What follows belongs to an exercise in optimizing a design on an open flow for small area; a production flow would make more cautious choices.
The RTL was checked by simulation tests, not by an equivalence proof against the original design.
Power figures rest on the tool's default switching activity, not on a simulated workload.

==> design/flow/design.v <==
module Module_LowPassFilter	(	qzt_clk,
					clk_in,
					reset,
					k,
					Vin,
					Vout);
input		qzt_clk;
input		clk_in;
input		reset;
input	[3:0]	k;
input signed	[19:0]	Vin;
output signed	[19:0]	Vout;
reg signed	[19:0]	Vout;
reg signed	[19:0]	Vin_old;
reg		clk_in_old;
always @(posedge qzt_clk) begin
	if(clk_in & !clk_in_old)begin
		Vin_old <= Vin;
		Vout <= ((Vin + Vin_old) >>> (k+1)) + Vout - (Vout >>> k);
	end
	clk_in_old <= clk_in;
	if (reset) begin
		Vin_old <= 0;
		Vout <= 0;
		clk_in_old <= 0;
	end
end
endmodule
module lpf_cascade	(	clk,
				rst,
				sample_clk,
				k,
				vin,
				vout,
				vout_valid);
input		clk;
input		rst;
input		sample_clk;
input	[3:0]	k;
input	[13:0]	vin;
output	[19:0]	vout;
output		vout_valid;
reg		vout_valid;
reg		sample_clk_old;
wire	[19:0]	wb_Va_filtered_1;
wire	[19:0]	wb_Va_filtered_2;
wire	[19:0]	wb_Va_filtered_3;
wire	[19:0]	wb_Va_filtered_4;
wire	[19:0]	wb_Va_filtered_5;
assign vout = wb_Va_filtered_5;
always @(posedge clk) begin
	vout_valid <= sample_clk & !sample_clk_old & !rst;
	sample_clk_old <= sample_clk & !rst;
end
Module_LowPassFilter	LPF_1		(	.qzt_clk(clk),
						.clk_in(sample_clk),
						.reset(rst),
						.k(k),
						.Vin({vin[13:0], 6'b000000}),
						.Vout(wb_Va_filtered_1));
Module_LowPassFilter	LPF_2		(	.qzt_clk(clk),
						.clk_in(sample_clk),
						.reset(rst),
						.k(k),
						.Vin(wb_Va_filtered_1),
						.Vout(wb_Va_filtered_2));
Module_LowPassFilter	LPF_3		(	.qzt_clk(clk),
						.clk_in(sample_clk),
						.reset(rst),
						.k(k),
						.Vin(wb_Va_filtered_2),
						.Vout(wb_Va_filtered_3));
Module_LowPassFilter	LPF_4		(	.qzt_clk(clk),
						.clk_in(sample_clk),
						.reset(rst),
						.k(k),
						.Vin(wb_Va_filtered_3),
						.Vout(wb_Va_filtered_4));
Module_LowPassFilter	LPF_5		(	.qzt_clk(clk),
						.clk_in(sample_clk),
						.reset(rst),
						.k(k),
						.Vin(wb_Va_filtered_4),
						.Vout(wb_Va_filtered_5));
endmodule
==> design/flow/run.sh <==
#!/bin/bash
# synth_recipe.tcl (not shown) runs the flow's synth.tcl, then flattens the netlist and writes it again
# the make line also repeats each setting of config.mk as NAME=value (left out here)
make -C /OpenROAD-flow-scripts/flow DESIGN_CONFIG=/design/flow/config.mk WORK_HOME=/design/flow/orfs CLKGATE_MAP_FILE= SYNTH_SCRIPT=/design/flow/synth_recipe.tcl finish
==> design/flow/config.mk <==
export PLATFORM = sky130hd
export DESIGN_NAME = lpf_cascade
export DESIGN_NICKNAME = lpf_cascade
export VERILOG_FILES = /design/flow/design.v
export SDC_FILE = /design/flow/constraint.sdc
export NUM_CORES = 4
export LEC_CHECK = 0
export CAP_MARGIN = 20
export CORE_MARGIN = 2
export CORE_UTILIZATION = 40
export PLACE_DENSITY = 0.6
export SLEW_MARGIN = 20
==> design/flow/constraint.sdc <==
create_clock -name core_clock -period 10.0 [get_ports {clk}]
set_input_delay 2.0000 -clock core_clock [delete_from_list [all_inputs] [get_ports {clk}]]
set_output_delay 2.0000 -clock core_clock [all_outputs]
set_load 0.01 [all_outputs]
==> results of run 1 <==
==> kinds of logic (layout without fill, tap and decap cells) <==
group	after synthesis	count (layout)
AOI/OAI and AO/OA	1133	1133
xor gates and xnor gates	164	164
adders and majority gates	290	290
buffers and inverters	553	444
DFF	197	197
muxes	195	195
and+or+nand+nor	1231	1231
==> state kept, by name, summed over array words and instances (netlist names), 14 cells and up <==
name,cells
LPF_4.Vin_old,20
LPF_1.Vout,20
LPF_3.Vout,20
LPF_4.Vout,20
LPF_5.Vin_old,20
LPF_2.Vin_old,20
LPF_2.Vout,20
LPF_1.Vin_old,14
LPF_5.Vout,20
LPF_3.Vin_old,20
==> power by group through the flow <==
stage,logic (mW),registers [mW],clock network [mW]
floorplan,4.99,1.12,0
global placement,6.31,1.25,0
detailed placement,6.30,1.26,0
CTS,6.36,1.24,0.789
global route,7.21,1.26,0.812
finish,6.44,1.24,0.764
==> cell type report <==
cell class                      count  area [sq um]
Clock buffer                       17           425
Clock inverter                     15           188
Fill cell                        6908         38400
Inverter                          337          1270
Multi-Input combinational cell   3013         21200
Sequential cell                   197          3940
Tap cell                          873          1090
Timing Repair Buffer               75           677
==> routing by layer <==
metal  wire (microns)  share of wire (%)  vias to the layer above
li1                 -                  -                    12900
met1            41900                 46                    12700
met2            39400                 43                      978
met3             7090                7.8                      171
met4             2870                3.1                        4
met5               27              0.030                        -
==> worst min-delay path by stage <==
stage / depth (start not counted) / slack [ps] / endpoint
after floorplan: 1 / 370 / vout_valid
after global placement: 1 / 380 / vout_valid
after detailed placement: 1 / 380 / vout_valid
after CTS: 1 / 400 / vout_valid
after global routing: 1 / 420 / vout_valid
final: 1 / 390 / vout_valid
==> critical path, stage by stage <==
cell and delay (ps):
clkbuf_8 560, ha_2 740, inv_2 490, nor2_1 800
nand3_1 150, o211a_1 150, o221ai_1 130, nor2_1 70
o31ai_1 510, fa_1 520, inv_1 70, ha_1 260
a21o_1 190, a21o_1 210, a2111oi_0 600, nor3_1 200
nor3_1 330, o31ai_1 170, a31oi_1 230, xnor2_1 140
nand2_1 70, a21oi_1 170
==> per-stage QoR <==
step	instances	hold slack [ps]	power (mW)
floorplan	3763	367	6.11
CTS	4527	397	8.39
global placement	4494	380	7.57
detailed placement	4495	384	7.56
finish	4527	390	8.44
global route	4527	422	9.28
==> cell usage in the layout (no fill, tap or decap), types with 27 or more instances in the layout <==
cell	n
a211oi_1	59
a21o_1	68
a21oi_1	407
a31oi_1	51
and3_1	27
buf_4	34
clkdlybuf4s50_1	36
dfxtp_1	197
fa_1	100
ha_1	189
inv_1	333
mux2_2	36
mux2i_1	102
mux4_2	56
nand2_1	713
nand2b_1	45
nand3_1	53
nor2_1	203
nor3_1	57
o211ai_1	52
o21a_1	58
o21ai_0	193
or3_1	29
xnor2_1	122
xor2_1	37
==> flow_metrics.tcl, run 1 <==
set metrics [dict create \
    slew_headroom_pct 17.8 \
    cp_max_fo 104 \
    grt_pass1_wl_microns 142000 \
    syn_avg_cell_area_sq_um 7.21 \
    drc_errors 0 \
    synth_top_family_by_area "compound AO/OA/AOI/OAI gates" \
    crit_start "k[0]" \
    min_period_ps 8460 \
    cts_sinks 197 \
    grt_overflow 0 \
    areaGrowthSynthToFinish_pct 6.05 \
    status "timing/DRC/antenna clean" \
    clk_latency_ps 540 \
    io_pins 42 \
    antenna_found_initial 2 \
    critical_path_required_ps 10460 \
    tritoncts "done" \
    setup_ws_ps 1540 \
    final_cell_area_sq_mm 0.0288 \
    r2r-end "LPF_2.Vout[18]" \
    dr.pass1.iters 6 \
    die_area_sq_mm 0.0700 \
    final.setup.tns_ps 0 \
    switchingPower_mw 4.40 \
    slew_viol_final 0 \
    synth_nets 4074 \
    cp.arrival_ps 8920 \
    p_clk_share_pct 9.1 \
    clk_pin_slew_ps 90 \
    post_cts.repair.setup_buffers 0 \
    fp-row-count 95 \
    power_density_mw_per_mm2 293 \
    synthAdderAreaFrac_pct 16.1 \
    rsz0062_at_grt "false" \
    min_from "sample_clk_old" \
    met2_usage_pct 39.2 \
    first_iter_violations 2429 \
    yosysMostFrequentCell "nand2_1" \
    fp.coreArea_sq_mm 0.0672 \
    grtUsageTotal_pct 25.8 \
    critical_path.startpoint_type "primary input" \
    p_sw_share_pct 52.1 \
    yosys_warnings 2 \
    synth_edf_count 0 \
    synthTopCellsByCount "nand2_1, a21oi_1, inv_1" \
    cap_violations 0 \
    start_util_pct 40.4 \
    cts_hold_buf 0 \
    root_buffer "clkbuf_16" \
    utilization_pct 42.9 \
    pwr-share-seq_pct 14.7 \
    fin_nets 3952 \
    cts_inserted_buffers 17 \
    endpoint_kind "register" \
    synthCells 3763 \
    place_area_sq_mm 0.0282 \
    synth-seq-area-share_pct 14.5 \
    setup_viol 0 \
    synth-xor-area-share_pct 5.32 \
    worstMarginPinSlew_ps 1230 \
    crit_path_end "LPF_2.Vout[18]" \
    htreeDepth 4 \
    grt_start_max_net_pins 145 \
    postRouteAntennaNets 0 \
    chipWidth_microns 264 \
    routed_wirelength_microns 91200 \
    busiest_layer "met2" \
    hold_class "register to register" \
    synth_area_leader_cell "dfxtp_1" \
    final.setup_skew_ps 19.9 \
    ys.flop_type "dfxtp_1" \
    synth_compound_area_share_pct 26.8 \
    port-buffer-count 41 \
    first_global_vias 24500 \
    leakagePower_nw 12.3 \
    gp_congestion 0.936 \
    combPwrFrac_pct 76.3 \
    synth_top_area_share_pct 14.5 \
    ir_drop_mv 0.222 \
    dr_total_vias 26800 \
    grtUsageMet1_pct 36.0 \
    synthTopCellsByArea "dfxtp_1, nand2_1, ha_1" \
    synth.distinct_cells 94 \
    drive_gt1_share_pct 6.08 \
    fmax_mhz 118 \
    synthMuxAreaShare_pct 9.96 \
    fin_crit_sh_pct 84.6 \
    cts_buffer_depth 2 \
    ys_ff_latch 197 \
    r2r_cells 26 \
    p_int_mw 4.05 \
    r2r_start "LPF_1.Vout[0]" \
    rrSetupSlack_ps 2990 \
    grt_use_met3_pct 5.29 \
    vias_per_cell 5.93 \
    crit_type "primary input to register" \
    hold_viol 0 \
    cts-resized-gates 0 \
    async_flop_share_pct 0 \
    synth_simple_gate_area_share_pct 19.5 \
    diodes 0 \
    syn_area_sq_mm 0.0271 \
    wl_per_cell_microns 20.2 \
    hpwlAfterDp_microns 67500 \
    post-place-ws_ps 1200 \
    die_h_microns 264 \
]
==> run 2, diff against run 1 <==
==> design/flow/design.v (replaced) <==
module lpf_stage_sub	(	in,
				w,
				v,
				k,
				d,
				b);
input	[19:0]	in;
input	[19:0]	w;
input	[19:0]	v;
input	[3:0]	k;
output	[20:0]	d;
output		b;
wire	[20:0]	cs;
wire	[19:0]	s;
wire	[20:0]	a;
wire	[20:0]	nv;
wire	[21:0]	cd;
assign cs[0] = 1'b0;
genvar j;
generate
	for (j = 0; j < 20; j = j + 1) begin : g_s
		assign s[j] = in[j] ^ w[j] ^ cs[j];
		assign cs[j+1] = (in[j] & w[j]) | (cs[j] & (in[j] ^ w[j]));
	end
endgenerate
assign a = {s[19], s[19], s[19:1]};
assign nv = ~{v[19], v};
assign cd[0] = 1'b1;
generate
	for (j = 0; j < 21; j = j + 1) begin : g_d
		assign d[j] = a[j] ^ nv[j] ^ cd[j];
		assign cd[j+1] = (a[j] & nv[j]) | (cd[j] & (a[j] ^ nv[j]));
	end
endgenerate
wire	[15:0]	cdk = cd[15:0];
assign b = ~cdk[k];
endmodule
module lpf_stage_acc	(	v,
				d,
				b,
				k,
				vn);
input	[19:0]	v;
input	[20:0]	d;
input		b;
input	[3:0]	k;
output	[19:0]	vn;
wire signed	[20:0]	ds = d;
wire	[20:0]	shf = ds >>> k;
wire	[19:0]	sh = shf[19:0];
wire	[20:0]	c;
assign c[0] = b;
genvar j;
generate
	for (j = 0; j < 20; j = j + 1) begin : g_v
		assign vn[j] = v[j] ^ sh[j] ^ c[j];
		assign c[j+1] = (v[j] & sh[j]) | (c[j] & (v[j] ^ sh[j]));
	end
endgenerate
endmodule
module lpf_cascade	(	clk,
				rst,
				sample_clk,
				k,
				vin,
				vout,
				vout_valid);
input		clk;
input		rst;
input		sample_clk;
input	[3:0]	k;
input	[13:0]	vin;
output	[19:0]	vout;
output		vout_valid;
reg		vout_valid;
reg		sample_clk_old;
reg	[13:0]	vin_h;
reg	[3:0]	k_h;
reg	[2:0]	ph;
reg		clr;
reg		pend;
reg		run;
reg		run2;
reg	[19:0]	V0, V1, V2, V3, V4;
reg	[19:0]	W0, W1, W2, W3, W4;
reg	[20:0]	d_r;
reg		b_r;
wire		sample = sample_clk & !sample_clk_old;
wire		ph4 = (ph == 3'd4);
wire		zero = rst | clr;
wire	[19:0]	in = ph4 ? {vin_h, 6'b000000} : V1;
wire	[20:0]	d;
wire		b;
wire	[19:0]	vn;
lpf_stage_sub	SUB	(	.in(in),
				.w(W0),
				.v(V0),
				.k(k_h),
				.d(d),
				.b(b));
lpf_stage_acc	ACC	(	.v(V4),
				.d(d_r),
				.b(b_r),
				.k(k_h),
				.vn(vn));
assign vout = V3;
always @(posedge clk) begin
	sample_clk_old <= sample_clk & !rst;
	if (sample) begin
		vin_h <= vin;
		k_h <= k;
	end
	if (rst) begin
		ph <= 3'd1;
		clr <= 1'b1;
		pend <= 1'b0;
		run <= 1'b0;
		run2 <= 1'b0;
		vout_valid <= 1'b0;
	end else begin
		ph <= ph4 ? 3'd0 : ph + 3'd1;
		if (ph4)
			clr <= 1'b0;
		if (ph4) begin
			run <= pend | sample;
			pend <= 1'b0;
		end else begin
			pend <= pend | sample;
		end
		run2 <= run;
		vout_valid <= run2 & (ph == 3'd1);
	end
	d_r <= run ? d : 21'd0;
	b_r <= run & b;
	V0 <= V1;
	V1 <= V2;
	V2 <= V3;
	V3 <= zero ? 20'd0 : vn;
	V4 <= V0;
	W0 <= W1;
	W1 <= W2;
	W2 <= W3;
	W3 <= W4;
	W4 <= zero ? 20'd0 : (run ? in : W0);
end
endmodule
--- a/design/flow/config.mk
+++ b/design/flow/config.mk
@@ -6,7 +6,9 @@
 export NUM_CORES = 4
 export LEC_CHECK = 0
+export ABC_AREA = 1
 export CAP_MARGIN = 20
 export CORE_MARGIN = 2
 export CORE_UTILIZATION = 40
+export CTS_BUF_LIST = sky130_fd_sc_hd__clkbuf_4
 export PLACE_DENSITY = 0.6
 export SLEW_MARGIN = 20
==> flow_metrics.tcl, run 2 <==
set metrics [dict create \
    status "timing/DRC/antenna clean" \
    min_period_ps 9600 \
    synth_edf_count 18 \
    regMostFlops "d_r" \
    critical_path.startpoint_type "register" \
    dr_total_vias 5224 \
    dr.pass1.iters 4 \
    worstMarginPinSlew_ps 845 \
    crit_slowest_cell "fa_2" \
    numPlacedInstances 1115 \
    hold_class "register to register" \
    first_global_vias 5421 \
    utilization_pct 49.2 \
    htreeDepth 2 \
    place_area_sq_mm 0.00943 \
    crit_type "register to register" \
    crit_start "ph[0]" \
    yosysMostFrequentCell "dfxtp_1" \
    cp_max_fo 3 \
    power_density_mw_per_mm2 190 \
    synth.distinct_cells 28 \
    routed_wirelength_microns 16200 \
    synth-seq-area-share_pct 60.8 \
    final.setup_skew_ps 34.5 \
    grt_start_max_net_pins 60 \
    synthTopCellsByArea "dfxtp_1, fa_1, nand2_1" \
    gp_congestion 0.886 \
    synth_area_leader_cell "dfxtp_1" \
    final_cell_area_sq_mm 0.0103 \
    synthCells 793 \
    ys_ff_latch 249 \
    synth_nets 874 \
    port-buffer-count 41 \
    cp_common_cell "fa_2" \
    fin_nets 985 \
    chipWidth_microns 150 \
    drive_gt1_share_pct 18.2 \
    root_buffer "clkbuf_4" \
    cts_inserted_buffers 61 \
    slew_headroom_pct 43.6 \
    fp.coreArea_sq_mm 0.0210 \
    io_pins 42 \
    die_h_microns 150 \
    hpwlAfterDp_microns 11300 \
    cp.arrival_ps 10180 \
    grt_pass1_wl_microns 26600 \
    critical_path_required_ps 10580 \
    stdcell_count 1232 \
    largest_reg_flops 21 \
    areaGrowthSynthToFinish_pct 21.5 \
    r2r_start "ph[0]" \
    rrSetupSlack_ps 400 \
    cts_buffer_depth 3 \
    ys.flop_type "dfxtp_1" \
    syn_avg_cell_area_sq_um 10.7 \
    vias_per_cell 4.24 \
    tritoncts "done" \
    clk_latency_ps 660 \
    postRouteAntennaNets 0 \
    min_from "V2[6]" \
    ir_drop_mv 0.0981 \
    first_iter_violations 202 \
    async_flop_share_pct 0 \
    synth_top_area_share_pct 54.4 \
    grt_overflow 0 \
    hold_viol 0 \
    slew_viol_final 0 \
    wl_per_cell_microns 13.2 \
    fmax_mhz 104 \
    cap_violations 0 \
    yosys_warnings 1 \
    syn_area_sq_mm 0.00850 \
    synthTopCellsByCount "dfxtp_1, nand2_1, inv_1" \
    drc_errors 0 \
    rsz0062_at_grt "false" \
    layout_common_cells "dfxtp_1, nand2_1, inv_1" \
    cts_sinks 249 \
    fin_crit_sh_pct 96.0 \
    power_mw 1.96 \
    setup_viol 0 \
    die_area_sq_mm 0.0224 \
    clk_pin_slew_ps 70 \
    leakagePower_nw 4.55 \
    layout_commonest_cell "dfxtp_1" \
    antenna_found_initial 1 \
    fp-row-count 53 \
    crit_path_max_incr_delay_ps 530 \
    endpoint_kind "register" \
    start_util_pct 40.5 \
    final.setup.tns_ps 0 \
    grtUsageTotal_pct 15.4 \
]
-- run 2: cell count changes after synthesis, sizes merged, moves of 58 or more --
cell	before	now
nand2	713	148
xnor2	125	4
mux2i	102	16
a21oi	411	6
nor3	59	1
ha	190	4
inv	336	134
a211oi	61	0
a21o	69	0
o21ai	202	49
nor2	206	48
clkbuf	173	17
-- run 2: routing by layer --
layer	part of all wire (%)	GRT usage [%]
met4	1.8	5.85
met3	4.6	3.66
met1	49	21.2
met5	0	0
met2	45	23.9
-- run 2: path summary, 6_finish.rpt --
path / cells past startpoint / to
setup / recovery: 32 / d_r[19]
hold / removal: 0 / V1[6]
hold reg to reg: 0 / V1[6]
setup reg to reg: 32 / d_r[19]
-- run 2: cell families after synthesis --
logic type | count (synthesis) | share of synthesized area (%)
AND/OR/NAND/NOR | 219 | 10.1
adder cells (fa/ha/maj) | 60 | 13.8
AO/OA/AOI/OAI | 81 | 5.52
multiplexers | 16 | 1.89
XOR/XNOR | 4 | 0.412
flip-flops | 249 | 60.8
buffers and inverters | 164 | 7.53
-- run 2: through the flow --
step                setup slack (ps)  hold slack, ps
CTS                            -23.3             312
global placement                -174             310
finish                           405             312
floorplan                       35.2             310
global route                   0.535             324
detailed placement              -252             312
-- run 2: critical path, delay by kind of cell (launching register included) --
family	cells	cell delay (ps)
flops	1	330
buf+inv	6	390
simple gates	4	330
fa+ha+maj	22	8470
-- run 2: power by group --
| part | switching (mW) | total, mW | leakage (nW) | internal [mW] |
|---|---|---|---|---|
| Clock | 0.383 | 0.835 | 0.478 | 0.452 |
| Combinational | 0.0584 | 0.103 | 2.04 | 0.0449 |
| Sequential | 0.00969 | 1.02 | 2.03 | 1.01 |
-- run 2: cell type report --
class,count,area (sq um)
fill,1969,10600
clock inverter,29,168
clock buffer,86,646
sequential,249,5170
tap,275,344
antenna,1,2.50
timing repair buffer,78,688
multi-input combinational,380,2800
inverter,134,503
-- run 2: timing repair --
item | 4_1_cts | 5_1_grt
pin swaps | 2 | 8
resized for setup | 9 | 16
hold buffers | 0 | 0
buffers inserted | 0 | 1
endpoints found under the setup margin | 3 | 4
==> run 3, diff against run 2 <==
--- a/design/flow/config.mk
+++ b/design/flow/config.mk
@@ -6,9 +6,7 @@
 export NUM_CORES = 4
 export LEC_CHECK = 0
-export ABC_AREA = 1
 export CAP_MARGIN = 20
 export CORE_MARGIN = 2
 export CORE_UTILIZATION = 40
-export CTS_BUF_LIST = sky130_fd_sc_hd__clkbuf_4
 export PLACE_DENSITY = 0.6
 export SLEW_MARGIN = 20
==> flow_metrics.tcl, run 3 <==
set metrics [dict create \
    fp.coreArea_sq_mm 0.0211 \
    io_pins 42 \
    drive_gt1_share_pct 19.8 \
    final.setup_skew_ps 9.82 \
    hold_class "register to register" \
    ys_ff_latch 249 \
    switchingPower_mw 0.443 \
    dr.pass1.iters 5 \
    start_util_pct 40.8 \
    grtUsageTotal_pct 15.9 \
    htreeDepth 1 \
    ir_drop_mv 0.146 \
    antenna_found_initial 0 \
    hpwlAfterDp_microns 12100 \
    fin_crit_sh_pct 96.2 \
    yosys_warnings 1 \
    worstMarginPinSlew_ps 1050 \
    leakagePower_nw 3.98 \
    post-place-ws_ps -506 \
    fill_cells 1863 \
    r2r_cells 29 \
    fmax_mhz 104 \
    postRouteAntennaNets 0 \
    layout_commonest_cell "dfxtp_1" \
    async_flop_share_pct 0 \
    slew_viol_final 0 \
    cts_buffer_depth 3 \
    synthTopCellsByArea "dfxtp_1, fa_1, edfxtp_1" \
    status "timing/DRC/antenna clean" \
    dr_total_vias 4796 \
    synthCells 659 \
    final.setup.tns_ps 0 \
    tritoncts "done" \
    crit_path_max_incr_delay_ps 530 \
    numPlacedInstances 978 \
    largest_reg_flops 21 \
    cp_max_fo 4 \
    setup_viol 0 \
    wl_per_cell_microns 16.5 \
    cts_sinks 249 \
    slew_headroom_pct 30.1 \
    syn_avg_cell_area_sq_um 13.1 \
    cts_hold_buf 0 \
    fp-row-count 53 \
    crit_type "register to register" \
    endpoint_kind "register" \
    p_sw_share_pct 21.9 \
    root_buffer "clkbuf_16" \
    fin_nets 814 \
    cts_inserted_buffers 25 \
    drc_errors 0 \
    gp_congestion 0.827 \
    p_clk_share_pct 46.0 \
    cap_violations 0 \
    synth_edf_count 18 \
    ys.flop_type "dfxtp_1" \
    clk_latency_ps 530 \
    crit_slowest_cell "fa_2" \
    yosysMostFrequentCell "dfxtp_1" \
    synth_nets 740 \
    stdcell_count 1027 \
    chipWidth_microns 151 \
    diodes 0 \
    first_global_vias 5182 \
    cp.arrival_ps 10040 \
    synth-seq-area-share_pct 60.0 \
    critical_path.startpoint_type "register" \
    layout_common_cells "dfxtp_1, inv_1, fa_2, clkdlybuf4s50_1, and2_1" \
    vias_per_cell 4.67 \
    port-buffer-count 41 \
    p_int_mw 1.58 \
    grt_pass1_wl_microns 27900 \
    synth_top_area_share_pct 53.7 \
    rrSetupSlack_ps 380 \
    synth.distinct_cells 45 \
    combPwrFrac_pct 3.8 \
    synth_area_leader_cell "dfxtp_1" \
    hold_depth 0 \
    power_mw 2.03 \
    critical_path_required_ps 10420 \
    die_h_microns 151 \
    pwr-share-seq_pct 50.2 \
    die_area_sq_mm 0.0227 \
    grt_overflow 0 \
    power_density_mw_per_mm2 193 \
    synthTopCellsByCount "dfxtp_1, inv_1, fa_1" \
    clk_pin_slew_ps 60 \
    setup_ws_ps 377 \
    areaGrowthSynthToFinish_pct 21.8 \
    regMostFlops "d_r" \
    hold_viol 0 \
    cp_common_cell "fa_2" \
    routed_wirelength_microns 16900 \
    first_iter_violations 135 \
    min_period_ps 9620 \
    grt_start_max_net_pins 56 \
    syn_area_sq_mm 0.00861 \
]
run 3: cell types whose count changed after synthesis, moves of 13 or more:
cell	before	now
o21ai_0	29	10
mux2i_1	16	31
a211oi_1	0	19
o21ai_1	20	0
inv_1	133	64
mux4_2	0	13
and2_1	2	40
nand2_1	148	28
o211ai_1	23	1
run 3: worst paths after layout:
check / start / to
min: W1[16] / W0[16]
max reg2reg: ph[0] / d_r[19]
max: ph[0] / d_r[19]
min reg2reg: W1[16] / W0[16]
run 3: logic make-up after synthesis:
kind of cell	Yosys count	share of synthesized area (%)
flip-flops	249	60.0
AND/OR/NAND/NOR	135	7.73
buffers and inverters	94	4.39
AO/OA/AOI/OAI	62	4.77
adder cells (fa/ha/maj)	60	13.6
multiplexers	55	9.14
XOR/XNOR	4	0.407
run 3: area by class of cell:
class,instances,area [sq um],share of cell area [%]
flip-flops and latches,249,5160,49.2
clock buffers,30,696,6.63
well taps,275,344,3.28
repair buffers,77,693,6.61
clock inverters,16,153,1.46
inverters,64,240,2.29
multi-input cells,316,3200,30.5
run 3: power groups by stage:
| stage | registers [mW] | clock network, mW | logic [mW] |
|---|---|---|---|
| detailed placement | 1.04 | 0 | 0.0759 |
| global placement | 1.04 | 0 | 0.0747 |
| CTS | 1.02 | 0.955 | 0.0778 |
| global route | 1.02 | 0.996 | 0.0864 |
| floorplan | 1.04 | 0 | 0.0464 |
| finish | 1.02 | 0.931 | 0.0775 |
run 3: worst max-delay path, delay by kind of cell, from the launching register on:
family                     cells  cell delay, ps
adders and majority gates     22            8530
and+or+nand+nor                3             390
DFF                            1             330
buffers and inverters          4             280
run 3: per-layer routing:
| metal | vias up | global-route usage [%] | routed length (microns) |
|---|---|---|---|
| li1 | 2307 | - | - |
| met1 | 2360 | 22.0 | 7690 |
| met2 | 98 | 25.7 | 8090 |
| met3 | 31 | 2.73 | 764 |
| met4 | 0 | 4.63 | 359 |
| met5 | - | 0 | 0 |
run 3: through the flow:
step           cell area, sq um  hold WS (ps)  utilization [%]
6_report                  10500           323             49.7
2_1_floorplan              8670           310                -
5_1_grt                   10500           329             49.7
3_3_place_gp               9520           310             45.2
4_1_cts                   10400           324             49.5
3_5_place_dp               9520           312             45.2
run 3: repair_timing:
item | 4_1_cts | 5_1_grt
setup endpoints to repair | 4 | 4
pin swaps | 6 | 8
gates resized for setup | 16 | 14
gates cloned | 0 | 0
setup buffers | 2 | 1
==> run 4, diff against run 3 <==
--- a/design/flow/config.mk
+++ b/design/flow/config.mk
@@ -6,7 +6,10 @@
 export NUM_CORES = 4
 export LEC_CHECK = 0
+export ABC_AREA = 1
 export CAP_MARGIN = 20
 export CORE_MARGIN = 2
-export CORE_UTILIZATION = 40
-export PLACE_DENSITY = 0.6
+export CORE_UTILIZATION = 60
+export CTS_BUF_LIST = sky130_fd_sc_hd__clkbuf_2
+export CTS_CLUSTER_SIZE = 20
+export PLACE_DENSITY = 0.75
 export SLEW_MARGIN = 20
==> flow_metrics.tcl, run 4 <==
set metrics [dict create \
    vias_per_cell 4.79 \
    layout_commonest_cell "dfxtp_1" \
    critical_path_required_ps 10750 \
    p_clk_share_pct 35.4 \
    drive_gt1_share_pct 17.8 \
    setup_viol 0 \
    syn_area_sq_mm 0.00850 \
    yosysMostFrequentCell "dfxtp_1" \
    endpoint_kind "register" \
    port-buffer-count 41 \
    cp.arrival_ps 10410 \
    utilization_pct 70.9 \
    status "timing/DRC/antenna clean" \
    synth.distinct_cells 28 \
    hold_depth 0 \
    start_util_pct 61.2 \
    hold_slack_ps 318 \
    clk_pin_slew_ps 110 \
    r2r_cells 31 \
    rrSetupSlack_ps 340 \
    ir_drop_mv 0.138 \
    p_int_mw 1.30 \
    synth_edf_count 18 \
    grt_pass1_wl_microns 28000 \
    cts_buffer_depth 3 \
    fin_nets 972 \
    regMostFlops "d_r" \
    min_period_ps 9660 \
    rsz0062_at_grt "false" \
    cp_max_fo 3 \
    syn_avg_cell_area_sq_um 10.7 \
    cts_sinks 249 \
    postRouteAntennaNets 0 \
    io_pins 42 \
    crit_path_max_incr_delay_ps 540 \
    dr_total_vias 5360 \
    tritoncts "done" \
    numPlacedInstances 1012 \
    fp.coreArea_sq_mm 0.0139 \
    cts_hold_buf 0 \
    crit_slowest_cell "fa_2" \
    power_density_mw_per_mm2 177 \
    fmax_mhz 103 \
    die_h_microns 123 \
    ys_ff_latch 249 \
    clk_latency_ps 840 \
    fill_cells 1025 \
    layout_common_cells "dfxtp_1, nand2_1, inv_1" \
    post-place-ws_ps -418 \
    pwr-share-seq_pct 58.7 \
    stdcell_count 1118 \
    antenna_found_initial 1 \
    hold_class "register to register" \
    grt_start_max_net_pins 60 \
    cp_common_cell "fa_2" \
    root_buffer "clkbuf_2" \
    combPwrFrac_pct 5.9 \
    cts_inserted_buffers 57 \
    synthTopCellsByCount "dfxtp_1, nand2_1, inv_1" \
    yosys_warnings 1 \
    slew_headroom_pct 42.9 \
    cap_violations 0 \
    grtUsageTotal_pct 24.5 \
    gp_congestion 0.923 \
    synth_nets 874 \
    min_from "W4[11]" \
    hold_viol 0 \
    chipWidth_microns 123 \
    synthTopCellsByArea "dfxtp_1, fa_1, nand2_1" \
    htreeDepth 2 \
    synth-seq-area-share_pct 60.8 \
    wl_per_cell_microns 15.4 \
    min_to "W3[11]" \
    crit_type "register to register" \
    r2r_start "ph[1]" \
    setup_ws_ps 336 \
    synthCells 793 \
    first_global_vias 5785 \
    synth_top_area_share_pct 54.4 \
    largest_reg_flops 21 \
    dr.pass1.iters 7 \
    p_sw_share_pct 25.7 \
    r2r-end "d_r[19]" \
    async_flop_share_pct 0 \
    slew_viol_final 0 \
    die_area_sq_mm 0.0151 \
    drc_errors 0 \
    routed_wirelength_microns 17200 \
    ys.flop_type "dfxtp_1" \
    hpwlAfterDp_microns 12400 \
    critical_path.startpoint_type "register" \
    fp-row-count 43 \
    leakagePower_nw 4.43 \
    first_iter_violations 323 \
    worstMarginPinSlew_ps 855 \
    grt_overflow 0 \
    areaGrowthSynthToFinish_pct 15.9 \
    switchingPower_mw 0.449 \
    synth_area_leader_cell "dfxtp_1" \
    power_mw 1.75 \
    final.setup_skew_ps 46.6 \
    fin_crit_sh_pct 96.6 \
]
-- run 4: cell types whose count changed after synthesis, moves of 20 or more --
cell      previous run  this run
nand2_1             28       148
inv_1               64       133
and2_1              40         2
o211ai_1             1        23
o21ai_1              0        20
-- run 4: how the worst max path moves through the flow --
stage / from / endpoint / depth (start not counted)
after detailed placement: ph[1] / d_r[19] / 32
after global routing: ph[1] / d_r[19] / 30
after global placement: ph[0] / d_r[19] / 30
final: ph[1] / d_r[19] / 31
after floorplan: ph[0] / d_r[19] / 32
after CTS: ph[1] / d_r[19] / 32
-- run 4: timing repair --
action | CTS | global route
endpoints found under the setup margin | 4 | 4
pin swaps | 4 | 7
buffers inserted | 0 | 0
gates resized for setup | 19 | 9
-- run 4: kinds of logic (layout without fill, tap and decap cells) --
| kind of cell | Yosys count | in the layout | share of synthesized area, % |
|---|---|---|---|
| flops | 249 | 249 | 60.8 |
| simple gates | 219 | 219 | 10.1 |
| buf+inv | 164 | 308 | 7.53 |
| compound gates | 81 | 81 | 5.52 |
| fa+ha+maj | 60 | 60 | 13.8 |
| mux | 16 | 16 | 1.89 |
| xor+xnor | 4 | 4 | 0.412 |
| other cells | 0 | 1 | 0 |
-- run 4: metrics by stage --
stage / cell area, sq um / TNS, ps
floorplan: 8540 / 0
global placement: 9240 / -111
detailed placement: 9250 / -782
CTS: 9810 / 0
global route: 9850 / 0
finish: 9850 / 0
-- run 4: critical path, delay by kind of cell (launching register included) --
kind	cells	cell delay (ps)
adders and majority gates	22	8510
buffers and inverters	6	460
DFF	1	350
and+or+nand+nor	3	250
-- run 4: layout make-up --
type	count	area, sq um	share of cell area (%)
antenna	1	2.50	0.0254
clock buffer	90	450	4.57
clock inverter	15	65.1	0.661
inverter	134	505	5.13
multi-input combinational	380	2800	28.5
sequential	249	5170	52.5
tap	180	225	2.29
timing repair buffer	69	624	6.34
-- run 4: power by group through the flow --
stage,Clock [mW],Combinational [mW],Sequential [mW]
2_1_floorplan,0,0.0676,1.04
5_1_grt,0.683,0.116,1.03
4_1_cts,0.635,0.103,1.02
3_3_place_gp,0,0.0976,1.05
3_5_place_dp,0,0.102,1.05
6_report,0.619,0.103,1.02
-- run 4: per-layer routing --
layer  up-vias  wire length, microns  GRT usage [%]
met4         0                   299           8.03
li1       2643                     -              -
met2       128                  8200           39.6
met1      2558                  7960           32.8
met5         -                     0              0
met3        31                   756           5.72
==> run 5, diff against run 4 <==
==> design/flow/flow/run.sh (new file) <==
#!/bin/bash
# Standard ORFS layout with smaller port buffers and a leaner clock tree.
set -euo pipefail
export BUFFER_PORTS_ARGS="-buffer_cell sky130_fd_sc_hd__buf_1"
export CTS_ARGS="-sink_clustering_enable -repair_clock_nets -dont_use_dummy_load -buf_list {sky130_fd_sc_hd__clkbuf_4 sky130_fd_sc_hd__clkbuf_8} -sink_clustering_size 20 -sink_clustering_max_diameter 60"
bash standard.sh > standard.log 2>&1
==> design/flow/standard.sh (new file) <==
#!/bin/bash
# synth_recipe.tcl (not shown) runs the flow's synth.tcl, then flattens the netlist and writes it again
# the make line also repeats each setting of config.mk as NAME=value (left out here)
make -C /OpenROAD-flow-scripts/flow DESIGN_CONFIG=/design/flow/config.mk WORK_HOME=/design/flow/orfs CLKGATE_MAP_FILE= SYNTH_SCRIPT=/design/flow/synth_recipe.tcl "${@:-finish}"
--- a/design/flow/config.mk
+++ b/design/flow/config.mk
@@ -9,7 +9,5 @@
 export CAP_MARGIN = 20
 export CORE_MARGIN = 2
-export CORE_UTILIZATION = 60
-export CTS_BUF_LIST = sky130_fd_sc_hd__clkbuf_2
-export CTS_CLUSTER_SIZE = 20
-export PLACE_DENSITY = 0.75
+export CORE_UTILIZATION = 40
+export PLACE_DENSITY = 0.6
 export SLEW_MARGIN = 20
removed: design/flow/run.sh
==> flow_metrics.tcl, run 5 <==
set metrics [dict create \
    fmax_mhz 104 \
    worstMarginPinSlew_ps 897 \
    min_period_ps 9630 \
    place_area_sq_mm 0.00917 \
    critical_path.startpoint_type "register" \
    routed_wirelength_microns 15900 \
    layout_common_cells "dfxtp_1, nand2_1, inv_1" \
    combPwrFrac_pct 6.5 \
    vias_per_cell 4.37 \
    rrSetupSlack_ps 370 \
    wl_per_cell_microns 14.0 \
    ys.flop_type "dfxtp_1" \
    gp_congestion 0.890 \
    status "timing/DRC/antenna clean" \
    crit_slowest_cell "fa_2" \
    multi_input_area_sq_mm 0.00280 \
    switchingPower_mw 0.351 \
    layout_commonest_cell "dfxtp_1" \
    r2r_cells 32 \
    min_from "W4[2]" \
    slew_viol_final 0 \
    fin_crit_sh_pct 96.3 \
    synth_area_leader_cell "dfxtp_1" \
    cap_violations 0 \
    regMostFlops "d_r" \
    antenna_found_initial 0 \
    port-buffer-count 41 \
    drc_errors 0 \
    yosysMostFrequentCell "dfxtp_1" \
    rsz0062_at_grt "false" \
    first_iter_violations 225 \
    final.setup.tns_ps 0 \
    synth_edf_count 18 \
    p_clk_share_pct 28.4 \
    root_buffer "clkbuf_8" \
    async_flop_share_pct 0 \
    wl_met3_microns 648 \
    r2r_start "ph[0]" \
    p_int_mw 1.22 \
    fin_nets 942 \
    syn_avg_cell_area_sq_um 10.7 \
    final.setup_skew_ps 56.6 \
    chipWidth_microns 150 \
    die_h_microns 150 \
    grt_pass1_wl_microns 26100 \
    final_cell_area_sq_mm 0.00950 \
    hold_class "register to register" \
    hpwlAfterDp_microns 11800 \
    cp_max_fo 3 \
    pwr-share-seq_pct 65.1 \
    setup_viol 0 \
    ir_drop_mv 0.135 \
    synth_top_area_share_pct 54.4 \
    start_util_pct 40.5 \
    fp-row-count 53 \
    cts_inserted_buffers 18 \
    wl_met1_microns 7790 \
    synthCells 793 \
    dr_total_vias 4959 \
    synth_nets 874 \
    critical_path_required_ps 10470 \
    slew_headroom_pct 40.1 \
    hold_viol 0 \
    cp_common_cell "fa_2" \
    htreeDepth 1 \
    hold_depth 0 \
    clk_latency_ps 520 \
    synth.distinct_cells 28 \
    yosys_warnings 1 \
    grtUsageTotal_pct 15.1 \
    ys_ff_latch 249 \
    leakagePower_nw 4.10 \
    cts_hold_buf 0 \
    crit_path_max_incr_delay_ps 540 \
    first_global_vias 5102 \
    min_to "W3[2]" \
    postRouteAntennaNets 0 \
    endpoint_kind "register" \
    grt_start_max_net_pins 59 \
    crit_type "register to register" \
    power_density_mw_per_mm2 165 \
    routed.top_layer "met4" \
    synthTopCellsByCount "dfxtp_1, nand2_1, inv_1" \
    hold_slack_ps 307 \
    p_sw_share_pct 22.4 \
    cts_sinks 249 \
    largest_reg_flops 21 \
    cp.arrival_ps 10110 \
    fp.coreArea_sq_mm 0.0210 \
    io_pins 42 \
    routed-wl-met2_microns 7070 \
    grt_overflow 0 \
    seq_area_sq_mm 0.00517 \
    areaGrowthSynthToFinish_pct 11.8 \
    diodes 0 \
    stdcell_count 1134 \
    synthTopCellsByArea "dfxtp_1, fa_1, nand2_1" \
    dr.pass1.iters 6 \
    drive_gt1_share_pct 12.0 \
    numPlacedInstances 1115 \
    cts_buffer_depth 3 \
    clk_pin_slew_ps 120 \
    tritoncts "done" \
    fill_cells 1989 \
    r2r-end "d_r[19]" \
    die_area_sq_mm 0.0224 \
    syn_area_sq_mm 0.00850 \
    synth-seq-area-share_pct 60.8 \
]
[run 5: cell counts after synthesis]
No cell type changed its count.
[run 5: power groups by stage]
stage | clock [mW] | sequential [mW] | combinational, mW
6_report | 0.446 | 1.02 | 0.102
5_1_grt | 0.504 | 1.02 | 0.117
4_1_cts | 0.469 | 1.02 | 0.102
3_5_place_dp | 0 | 1.04 | 0.101
3_3_place_gp | 0 | 1.04 | 0.100
2_1_floorplan | 0 | 1.04 | 0.0676
[run 5: area by class of cell]
cell class	count	share of cell area [%]
Sequential cell	249	54.4
Timing Repair Buffer	78	4.58
Clock buffer	18	2.61
Multi-Input combinational cell	380	29.5
Tap cell	275	3.62
Inverter	134	5.29
[run 5: kinds of logic after synthesis]
| family | share of synthesized area [%] |
|---|---|
| flops | 60.8 |
| simple gates | 10.1 |
| buf+inv | 7.53 |
| compound gates | 5.52 |
| fa+ha+maj | 13.8 |
| mux | 1.89 |
| xor+xnor | 0.412 |
[run 5: how the worst max path moves through the flow]
stage | startpoint | end | slack (ps) | cells past startpoint
floorplan | ph[0] | d_r[19] | 40 | 32
global placement | ph[0] | d_r[19] | -160 | 30
finish | ph[0] | d_r[19] | 370 | 32
global route | ph[0] | d_r[19] | 6 | 32
detailed placement | ph[1] | d_r[19] | -300 | 32
CTS | k_h[0] | V3[19] | 10 | 32
[run 5: routing by layer]
| layer | vias to the layer above | GRT usage (%) |
|---|---|---|
| met3 | 26 | 2.41 |
| met5 | - | 0 |
| met4 | 0 | 4.62 |
| met1 | 2313 | 21.3 |
| met2 | 91 | 23.9 |
| li1 | 2529 | - |
[run 5: repair_timing]
| item | in CTS | in global routing |
|---|---|---|
| gates resized for setup | 12 | 19 |
| buffers inserted | 0 | 1 |
| endpoints found under the setup margin | 3 | 4 |
| pin swaps | 2 | 6 |
[run 5: stage by stage]
step | utilization [%] | setup WS [ps] | power, mW
after floorplan | - | 35.2 | 1.11
after global placement | 43.8 | -156 | 1.14
after detailed placement | 43.8 | -304 | 1.14
after CTS | 45.1 | 12.4 | 1.59
after global routing | 45.3 | 5.93 | 1.64
final | 45.3 | 367 | 1.57
[run 5: worst max-delay path: cells and delay by family, from the launching register on]
| family | cells | cell delay (ps) |
|---|---|---|
| simple gates | 4 | 330 |
| flops | 1 | 340 |
| buf+inv | 6 | 380 |
| fa+ha+maj | 22 | 8560 |

==> re-timing with driven ports <==
The flow's constraints put no driver on any port. The routed layouts listed below were extracted and timed again, unchanged, in two steps. Step 1: set_driving_cell puts a clkbuf_16 on clk and a buf_2 on each other input, an assumption about the parent block. Step 2 times the ports against the registers' clock, not the clock port: input delays grow and output delays shrink by t, the midpoint of the rising clock arrivals with the driver on. a / b / c = ideal / step 1 / step 2; a / b = the first two.
| run | t (ns) | setup WS [ns] | worst slew at a driven data input, ns |
|---|---|---|---|
| run 1 | 0.592 | 1.541 / 1.571 / 0.979 | 0.14 |
| run 2 | 0.680 | 0.405 / 0.405 / 0.405 | 0.05 |
| run 3 | 0.569 | 0.377 / 0.377 / 0.377 | 0.03 |
| run 4 | 0.849 | 0.336 / 0.336 / 0.336 | 0.04 |
| run 5 | 0.530 | 0.367 / 0.367 / 0.367 | 0.03 |
After both steps setup and hold are still met in every run listed. The setup slack of run 1, which loses most, moves by +0.030 ns with the drivers and by -0.562 ns with both steps.
